From an optimization exercise on the open Yosys and OpenROAD flow, aimed at small area; shortcuts taken in it are not production practice.
The RTL was checked by simulation tests, not by an equivalence proof against the original design.
Power figures rest on the tool's default switching activity, not on a simulated workload.

==> branch raven <==
==> flow/design.v <==
module spi_crc_bit (
    input  wire init,
    input  wire ld,
    input  wire hold,
    input  wire prev,
    input  wire self,
    input  wire poly,
    input  wire fb,
    output wire d
);
assign d = init | (ld & (prev ^ (poly & fb))) | (hold & self);
endmodule
module spi_ao3 (
    input  wire a, sa,
    input  wire b, sb,
    input  wire c, sc,
    output wire y
);
assign y = (a & sa) | (b & sb) | (c & sc);
endmodule
module spi_ao4 (
    input  wire a, sa,
    input  wire b, sb,
    input  wire c, sc,
    input  wire d, sd,
    output wire y
);
assign y = (a & sa) | (b & sb) | (c & sc) | (d & sd);
endmodule
module spi_ao5 (
    input  wire a, sa,
    input  wire b, sb,
    input  wire c, sc,
    input  wire d, sd,
    input  wire e, se,
    output wire y
);
assign y = (a & sa) | (b & sb) | (c & sc) | (d & sd) | (e & se);
endmodule
module spi_rx_sel (
    input  wire na, nsa,
    input  wire nb, nsb,
    input  wire c, sc,
    output wire y
);
assign y = (~na & ~nsa) | (~nb & ~nsb) | (c & sc);
endmodule
module spi_trx (
    input  wire        clk,
    input  wire        rst_n,
    input  wire [1:0]  df,
    input  wire [12:0] spi_tnum_max,
    input  wire        lsbf,
    input  wire        crc_en,
    input  wire        rxonly,
    input  wire [31:0] crc_poly,
    input  wire [31:0] spi_tx_data,
    output reg  [31:0] tx_crc_data_out,
    output wire        tx_start,
    output wire        tx_num_max_en,
    output reg         tx_crc_en,
    output wire        shift_out,
    input  wire        shift_in,
    output reg  [31:0] rx_crc_data_out,
    output reg  [31:0] spi_rx_data,
    output reg         rx_num_max_en,
    output reg         rx_crc_en,
    output wire        rx_busy
);
genvar g;
wire w8  = (df == 2'b00);
wire w16 = (df == 2'b01);
wire w32 = df[1];
reg  [4:0] cnt;
wire       cnt0 = (cnt == 5'd0);
wire       last = (&cnt[2:0]) & (w8 | (cnt[3] & (w16 | cnt[4])));
wire [4:0] cnt_c = {&cnt[3:0], &cnt[2:0], &cnt[1:0], cnt[0], 1'b1};
wire [4:0] cnt_inc = cnt ^ cnt_c;
wire [4:0] cnt_nx = {cnt_inc[4] & w32, cnt_inc[3] & ~w8, cnt_inc[2:0]};
always @(posedge clk or negedge rst_n) begin
    if (!rst_n)
        cnt <= 5'd0;
    else
        cnt <= cnt_nx;
end
assign rx_busy  = ~cnt0;
assign tx_start = ~rxonly & (cnt == 5'd2);
wire tcnt0 = cnt0 | rxonly;
reg         started;
reg  [12:0] nrem;    
wire [12:0] rem = ~nrem;
wire        nclr = ~rxonly & ~crc_en;
wire        ninc = cnt0 & ~rx_num_max_en;
wire        rload = nclr | ~started;
wire        rdec = ninc & ~nclr;
wire [12:0] rsrc = rload ? spi_tnum_max : rem;
wire [13:0] rby;
wire [12:0] rem_pre;
assign rby[0] = rdec;
generate
    for (g = 0; g < 13; g = g + 1) begin : rem_bit
        assign rby[g + 1] = rby[g] & ~rsrc[g];
        assign rem_pre[g] = rsrc[g] ^ rby[g];
    end
endgenerate
always @(posedge clk or negedge rst_n) begin
    if (!rst_n)
        started <= 1'b0;
    else
        started <= 1'b1;
end
always @(posedge clk)
    nrem <= ~rem_pre;
wire max0 = (spi_tnum_max == 13'h0);
wire rx_max_pre = max0 | (rem_pre == 13'h0);
assign tx_num_max_en = rx_num_max_en & (~rxonly | max0);
wire rx_crc_pre = crc_en & ((rx_num_max_en & cnt0) | rx_crc_en);
wire tx_crc_pre = crc_en & ((tx_num_max_en & tcnt0) | tx_crc_en);
always @(posedge clk or negedge rst_n) begin
    if (!rst_n) begin
        rx_num_max_en <= 1'b0;
        rx_crc_en     <= 1'b0;
        tx_crc_en     <= 1'b0;
    end
    else begin
        rx_num_max_en <= rx_max_pre;
        rx_crc_en     <= rx_crc_pre;
        tx_crc_en     <= tx_crc_pre;
    end
end
wire [31:0] tsr;
wire        tx_on = ~rxonly;
wire        ld_c  = tx_on & cnt0 & crc_en & tx_num_max_en;
wire        ld_d  = tx_on & cnt0 & ~(crc_en & tx_num_max_en);
wire        sh_r  = tx_on & ~cnt0 & lsbf;
wire        sh_l  = tx_on & ~cnt0 & ~lsbf;
wire [31:0] tsr_pre;
generate
    for (g = 0; g < 32; g = g + 1) begin : tx_next
        if (g == 0)
            spi_ao3 u_sel (.a(tx_crc_data_out[g]), .sa(ld_c), .b(spi_tx_data[g]), .sb(ld_d),
                           .c(tsr[g + 1]), .sc(sh_r), .y(tsr_pre[g]));
        else if (g == 31)
            spi_ao3 u_sel (.a(tx_crc_data_out[g]), .sa(ld_c), .b(spi_tx_data[g]), .sb(ld_d),
                           .c(tsr[g - 1]), .sc(sh_l), .y(tsr_pre[g]));
        else
            spi_ao4 u_sel (.a(tx_crc_data_out[g]), .sa(ld_c), .b(spi_tx_data[g]), .sb(ld_d),
                           .c(tsr[g + 1]), .sc(sh_r), .d(tsr[g - 1]), .sd(sh_l), .y(tsr_pre[g]));
    end
endgenerate
reg [31:0] tsr_q;
assign tsr = tsr_q;
always @(posedge clk)
    tsr_q <= tsr_pre;
wire tx_bit = lsbf ? tsr_pre[0] : w8 ? tsr_pre[7] : w16 ? tsr_pre[15] : tsr_pre[31];
reg so;
always @(posedge clk or negedge rst_n) begin
    if (!rst_n)
        so <= 1'b0;
    else
        so <= tx_bit;
end
assign shift_out = so;
reg  [31:1] nrsr;
wire [31:0] ndin;
wire        nshift_in = ~shift_in;
assign ndin[31]    = nshift_in;
assign ndin[30:16] = nrsr[31:17];
assign ndin[15]    = (lsbf & w16) ? nshift_in : nrsr[16];
assign ndin[14:8]  = nrsr[15:9];
assign ndin[7]     = (lsbf & w8) ? nshift_in : nrsr[8];
assign ndin[6:0]   = nrsr[7:1];
always @(posedge clk)
    nrsr <= ndin[31:1];
wire [31:0] rdata;
wire n_l   = ~(last & lsbf);
wire n_l16 = ~(last & lsbf & ~w8);
wire n_l32 = ~(last & lsbf & w32);
wire n_m8  = ~(last & ~lsbf);
wire n_m16 = ~(last & ~lsbf & ~w8);
wire n_m32 = ~(last & ~lsbf & w32);
wire r_h   = ~last;
generate
    for (g = 0; g < 32; g = g + 1) begin : rx_next
        if (g < 8)
            spi_rx_sel u_sel (.na(ndin[g]), .nsa(n_l), .nb(ndin[31 - g]), .nsb(n_m8),
                              .c(spi_rx_data[g]), .sc(r_h), .y(rdata[g]));
        else if (g < 16)
            spi_rx_sel u_sel (.na(ndin[g]), .nsa(n_l16), .nb(ndin[31 - g]), .nsb(n_m16),
                              .c(spi_rx_data[g]), .sc(r_h), .y(rdata[g]));
        else
            spi_rx_sel u_sel (.na(ndin[g]), .nsa(n_l32), .nb(ndin[31 - g]), .nsb(n_m32),
                              .c(spi_rx_data[g]), .sc(r_h), .y(rdata[g]));
    end
endgenerate
always @(posedge clk or negedge rst_n) begin
    if (!rst_n)
        spi_rx_data <= 32'h0;
    else
        spi_rx_data <= rdata;
end
wire init    = ~crc_en;
wire tx_v    = crc_en & ~tx_crc_pre;
wire rx_v    = crc_en & ~rx_crc_pre;
wire [31:0] tx_ld = {{16{tx_v & w32}}, {8{tx_v & ~w8}}, {8{tx_v}}};
wire [31:0] rx_ld = {{16{rx_v & w32}}, {8{rx_v & ~w8}}, {8{rx_v}}};
wire tx_top = w8 ? tx_crc_data_out[7] : w16 ? tx_crc_data_out[15] : tx_crc_data_out[31];
wire rx_top = w8 ? rx_crc_data_out[7] : w16 ? rx_crc_data_out[15] : rx_crc_data_out[31];
wire tx_fb  = tx_top ^ tx_bit;
wire rx_fb  = rx_top ^ shift_in;
wire [31:0] tx_crc_nx, rx_crc_nx;
wire [31:0] tx_prev = {tx_crc_data_out[30:0], tx_bit};
wire [31:0] rx_prev = {rx_crc_data_out[30:0], shift_in};
generate
    for (g = 0; g < 32; g = g + 1) begin : crc_next
        spi_crc_bit u_tx (.init(init), .ld(tx_ld[g]), .hold(~tx_v), .prev(tx_prev[g]),
                          .self(tx_crc_data_out[g]), .poly(crc_poly[g]),
                          .fb(g == 0 ? tx_top : tx_fb), .d(tx_crc_nx[g]));
        spi_crc_bit u_rx (.init(init), .ld(rx_ld[g]), .hold(~rx_v), .prev(rx_prev[g]),
                          .self(rx_crc_data_out[g]), .poly(crc_poly[g]),
                          .fb(g == 0 ? rx_top : rx_fb), .d(rx_crc_nx[g]));
    end
endgenerate
always @(posedge clk or negedge rst_n) begin
    if (!rst_n) begin
        tx_crc_data_out <= 32'hffff_ffff;
        rx_crc_data_out <= 32'hffff_ffff;
    end
    else begin
        tx_crc_data_out <= tx_crc_nx;
        rx_crc_data_out <= rx_crc_nx;
    end
end
endmodule
==> flow/flow/run.sh <==
#!/bin/bash
# Standard ORFS flow with these layout choices changed:
#  - synthesis keeps the (combinational) submodules apart while ABC maps
#    them, then flattens as usual; all registers are in the top module, and
#    flip-flops are mapped before ABC runs, so the registers are the standard
#    synthesis's;
#  - ABC maps with an area-oriented script (flow/abc_area.script);
#  - ports are buffered with the smallest buffer, sky130_fd_sc_hd__buf_1;
#  - the clock tree uses small clock buffers and no dummy loads.
set -euo pipefail
W=$PWD
rm -rf "$W/scripts_area"
cp -r "$FLOW_HOME/scripts" "$W/scripts_area"
cp "$W/flow/abc_area.script" "$W/scripts_area/abc_area.script"
ARGS=(
  "SCRIPTS_DIR=$W/scripts_area"
  "ABC_AREA=1"
  "SYNTH_HIERARCHICAL=1"
  "SYNTH_MINIMUM_KEEP_SIZE=0"
  "BUFFER_PORTS_ARGS=-buffer_cell sky130_fd_sc_hd__buf_1"
  "CTS_ARGS=-sink_clustering_enable -repair_clock_nets -buf_list {sky130_fd_sc_hd__clkbuf_4 sky130_fd_sc_hd__clkbuf_8} -dont_use_dummy_load"
)
bash standard.sh "${ARGS[@]}" synth > "$W/synth.log" 2>&1
bash standard.sh "${ARGS[@]}" finish > "$W/layout.log" 2>&1
==> flow/flow/abc_area.script <==
strash
dch
amap
strash
dch
amap
strash
dch
amap
==> flow/standard.sh <==
#!/bin/bash
# synth_recipe.tcl (not shown) runs the flow's synth.tcl, then flattens the netlist and writes it again
# the make line also repeats each setting of config.mk as NAME=value (left out here)
make -C /OpenROAD-flow-scripts/flow DESIGN_CONFIG=/design/flow/config.mk WORK_HOME=/design/flow/orfs CLKGATE_MAP_FILE= SYNTH_SCRIPT=/design/flow/synth_recipe.tcl "${@:-finish}"
==> flow/config.mk <==
export PLATFORM = sky130hd
export DESIGN_NAME = spi_trx
export DESIGN_NICKNAME = spi_trx
export VERILOG_FILES = /design/flow/design.v
export SDC_FILE = /design/flow/constraint.sdc
export NUM_CORES = 4
export LEC_CHECK = 0
export CAP_MARGIN = 5
export CORE_MARGIN = 2
export CORE_UTILIZATION = 60
export SLEW_MARGIN = 5
==> flow/constraint.sdc <==
create_clock -name core_clock -period 5.0 [get_ports {clk}]
set_input_delay 1.0000 -clock core_clock [delete_from_list [all_inputs] [get_ports {clk}]]
set_output_delay 1.0000 -clock core_clock [all_outputs]
set_load 0.01 [all_outputs]
==> inputs of branch maple, as changes to branch raven <==
--- a/flow/design.v
+++ b/flow/design.v
@@ -37,12 +37,4 @@
 );
 assign y = (a & sa) | (b & sb) | (c & sc) | (d & sd) | (e & se);
-endmodule
-module spi_rx_sel (
-    input  wire na, nsa,
-    input  wire nb, nsb,
-    input  wire c, sc,
-    output wire y
-);
-assign y = (~na & ~nsa) | (~nb & ~nsb) | (c & sc);
 endmodule
 module spi_trx (
@@ -58,5 +50,5 @@
     output reg  [31:0] tx_crc_data_out,
     output wire        tx_start,
-    output wire        tx_num_max_en,
+    output reg         tx_num_max_en,
     output reg         tx_crc_en,
     output wire        shift_out,
@@ -87,32 +79,29 @@
 assign tx_start = ~rxonly & (cnt == 5'd2);
 wire tcnt0 = cnt0 | rxonly;
-reg         started;
-reg  [12:0] nrem;    
-wire [12:0] rem = ~nrem;
+reg  [12:0] ncnt;
 wire        nclr = ~rxonly & ~crc_en;
 wire        ninc = cnt0 & ~rx_num_max_en;
-wire        rload = nclr | ~started;
-wire        rdec = ninc & ~nclr;
-wire [12:0] rsrc = rload ? spi_tnum_max : rem;
-wire [13:0] rby;
-wire [12:0] rem_pre;
-assign rby[0] = rdec;
-generate
-    for (g = 0; g < 13; g = g + 1) begin : rem_bit
-        assign rby[g + 1] = rby[g] & ~rsrc[g];
-        assign rem_pre[g] = rsrc[g] ^ rby[g];
+wire [13:0] ncy;
+wire [12:0] ncnt_pre;
+wire [13:0] gcy;
+assign ncy[0] = ninc;
+assign gcy[0] = 1'b0;
+generate
+    for (g = 0; g < 13; g = g + 1) begin : ncnt_bit
+        assign ncy[g + 1]  = ncy[g] & ncnt[g];
+        assign ncnt_pre[g] = ~nclr & (ncnt[g] ^ ncy[g]);
+        assign gcy[g + 1]  = (~ncnt_pre[g] & spi_tnum_max[g]) |
+                             ((~ncnt_pre[g] | spi_tnum_max[g]) & gcy[g]);
     end
 endgenerate
 always @(posedge clk or negedge rst_n) begin
     if (!rst_n)
-        started <= 1'b0;
+        ncnt <= 13'h0;
     else
-        started <= 1'b1;
-end
-always @(posedge clk)
-    nrem <= ~rem_pre;
+        ncnt <= ncnt_pre;
+end
 wire max0 = (spi_tnum_max == 13'h0);
-wire rx_max_pre = max0 | (rem_pre == 13'h0);
-assign tx_num_max_en = rx_num_max_en & (~rxonly | max0);
+wire rx_max_pre = ~gcy[13];
+wire tx_max_pre = rxonly ? max0 : rx_max_pre;
 wire rx_crc_pre = crc_en & ((rx_num_max_en & cnt0) | rx_crc_en);
 wire tx_crc_pre = crc_en & ((tx_num_max_en & tcnt0) | tx_crc_en);
@@ -120,4 +109,5 @@
     if (!rst_n) begin
         rx_num_max_en <= 1'b0;
+        tx_num_max_en <= 1'b0;
         rx_crc_en     <= 1'b0;
         tx_crc_en     <= 1'b0;
@@ -125,4 +115,5 @@
     else begin
         rx_num_max_en <= rx_max_pre;
+        tx_num_max_en <= tx_max_pre;
         rx_crc_en     <= rx_crc_pre;
         tx_crc_en     <= tx_crc_pre;
@@ -149,47 +140,55 @@
     end
 endgenerate
-reg [31:0] tsr_q;
-assign tsr = tsr_q;
+reg        ts0, ts7, ts15, ts31;
+reg [5:0]  ts1_6;
+reg [6:0]  ts8_14;
+reg [14:0] ts16_30;
+assign tsr = {ts31, ts16_30, ts15, ts8_14, ts7, ts1_6, ts0};
+always @(posedge clk or negedge rst_n) begin
+    if (!rst_n) begin
+        ts0  <= 1'b0;
+        ts7  <= 1'b0;
+        ts15 <= 1'b0;
+        ts31 <= 1'b0;
+    end
+    else begin
+        ts0  <= tsr_pre[0];
+        ts7  <= tsr_pre[7];
+        ts15 <= tsr_pre[15];
+        ts31 <= tsr_pre[31];
+    end
+end
+always @(posedge clk) begin
+    ts1_6   <= tsr_pre[6:1];
+    ts8_14  <= tsr_pre[14:8];
+    ts16_30 <= tsr_pre[30:16];
+end
+assign shift_out = lsbf ? tsr[0] : w8 ? tsr[7] : w16 ? tsr[15] : tsr[31];
+wire   tx_bit    = lsbf ? tsr_pre[0] : w8 ? tsr_pre[7] : w16 ? tsr_pre[15] : tsr_pre[31];
+reg  [31:1] rsr;
+wire [31:0] din = {shift_in, rsr[31:1]};
 always @(posedge clk)
-    tsr_q <= tsr_pre;
-wire tx_bit = lsbf ? tsr_pre[0] : w8 ? tsr_pre[7] : w16 ? tsr_pre[15] : tsr_pre[31];
-reg so;
-always @(posedge clk or negedge rst_n) begin
-    if (!rst_n)
-        so <= 1'b0;
-    else
-        so <= tx_bit;
-end
-assign shift_out = so;
-reg  [31:1] nrsr;
-wire [31:0] ndin;
-wire        nshift_in = ~shift_in;
-assign ndin[31]    = nshift_in;
-assign ndin[30:16] = nrsr[31:17];
-assign ndin[15]    = (lsbf & w16) ? nshift_in : nrsr[16];
-assign ndin[14:8]  = nrsr[15:9];
-assign ndin[7]     = (lsbf & w8) ? nshift_in : nrsr[8];
-assign ndin[6:0]   = nrsr[7:1];
-always @(posedge clk)
-    nrsr <= ndin[31:1];
+    rsr <= din[31:1];
 wire [31:0] rdata;
-wire n_l   = ~(last & lsbf);
-wire n_l16 = ~(last & lsbf & ~w8);
-wire n_l32 = ~(last & lsbf & w32);
-wire n_m8  = ~(last & ~lsbf);
-wire n_m16 = ~(last & ~lsbf & ~w8);
-wire n_m32 = ~(last & ~lsbf & w32);
+wire r_l8  = last & lsbf & w8;
+wire r_l16 = last & lsbf & w16;
+wire r_l32 = last & lsbf & w32;
+wire r_m8  = last & ~lsbf;
+wire r_m16 = last & ~lsbf & ~w8;
+wire r_m32 = last & ~lsbf & w32;
 wire r_h   = ~last;
 generate
     for (g = 0; g < 32; g = g + 1) begin : rx_next
         if (g < 8)
-            spi_rx_sel u_sel (.na(ndin[g]), .nsa(n_l), .nb(ndin[31 - g]), .nsb(n_m8),
-                              .c(spi_rx_data[g]), .sc(r_h), .y(rdata[g]));
+            spi_ao5 u_sel (.a(din[g + 24]), .sa(r_l8), .b(din[g + 16]), .sb(r_l16),
+                           .c(din[g]), .sc(r_l32), .d(din[31 - g]), .sd(r_m8),
+                           .e(spi_rx_data[g]), .se(r_h), .y(rdata[g]));
         else if (g < 16)
-            spi_rx_sel u_sel (.na(ndin[g]), .nsa(n_l16), .nb(ndin[31 - g]), .nsb(n_m16),
-                              .c(spi_rx_data[g]), .sc(r_h), .y(rdata[g]));
+            spi_ao4 u_sel (.a(din[g + 16]), .sa(r_l16), .b(din[g]), .sb(r_l32),
+                           .c(din[31 - g]), .sc(r_m16), .d(spi_rx_data[g]), .sd(r_h),
+                           .y(rdata[g]));
         else
-            spi_rx_sel u_sel (.na(ndin[g]), .nsa(n_l32), .nb(ndin[31 - g]), .nsb(n_m32),
-                              .c(spi_rx_data[g]), .sc(r_h), .y(rdata[g]));
+            spi_ao3 u_sel (.a(din[g]), .sa(r_l32), .b(din[31 - g]), .sb(r_m32),
+                           .c(spi_rx_data[g]), .sc(r_h), .y(rdata[g]));
     end
 endgenerate
Settings changed: CAP_MARGIN 5 to 20, CORE_UTILIZATION 60 to 40, SLEW_MARGIN 5 to 20.
==> comparison table <==
	branch raven	branch maple
Destination of the critical timing path	tx_crc_data_out[1]	tx_num_max_en
Final total power	2950 uW	2900 uW
Outcome	complete, no violations	complete, no violations
Multi-input gate share of the layout cell area	0.350	0.344
Share of total power in combinational logic	0.160	0.150
FFs & Latches	182	181
Non-clk bufs	202	210
R2R depth	19	25
Finished Cell Area	8600 sq um	9040 sq um
Net count after synthesis	755	788
Minimum clock period	4.30 ns	4.29 ns
DRT Wirelength	20300 microns	22600 microns
Met2 routed WL	9960 microns	10500 microns
Standard-cell row count	40	50
Most Frequent Cell on Critical Path	sky130_fd_sc_hd__nand2_1	sky130_fd_sc_hd__ha_1
Worst Setup SP	spi_tnum_max[1]	cnt[0]
Sequential share of cell area	0.495	0.477
Average cell area after synthesis	11.1 sq um	11.0 sq um
Global routing usage on met3	0.0646	0.0462
Cell area after placement	8360 sq um	8780 sq um
Portion of the layout cell area used by non-clock buffers	0.0981	0.101
Antenna violations before repair	0	1
Met2 track demand over resource in global routing	0.504	0.351
Die height	114 microns	141 microns
FILL cells	938	1785
Required time of the critical path	5.37 ns	5.38 ns
Worst IR Drop VDD	0.273 mV	0.224 mV

afterwards: timing with drivers on the ports:
In the flow no input, the clock included, has a driving cell. The finished layouts below were timed again as built, in two steps. Step 1 (the two cells are an assumption about what drives the block):
set clk [get_ports {clk}]
set_driving_cell -lib_cell sky130_fd_sc_hd__clkbuf_16 $clk
set_driving_cell -lib_cell sky130_fd_sc_hd__buf_2 [delete_from_list [all_inputs] $clk]
Step 2 adds t to the input delays and takes it off the output delays; t is the mean of the earliest and latest rising clock arrival at the registers after step 1. Input paths then give back, and output paths get back, about the clock's delay inside the block. a / b / c = no drivers / after step 1 / after step 2; a / b = the first two.
run	shift t [ns]	setup WS [ns]	clock arrival spread, ns	slew at the worst register clock pin (ns)
branch raven	0.490	0.701 / 0.720 / 0.230	0.024 / 0.024	0.09 / 0.09
branch maple	0.484	0.706 / 0.706 / 0.477	0.040 / 0.040	0.11 / 0.11
After both steps setup and hold are still met in every run listed. For branch raven, which loses most, drivers alone change the setup slack by +0.019 ns; drivers and shift together by -0.471 ns.
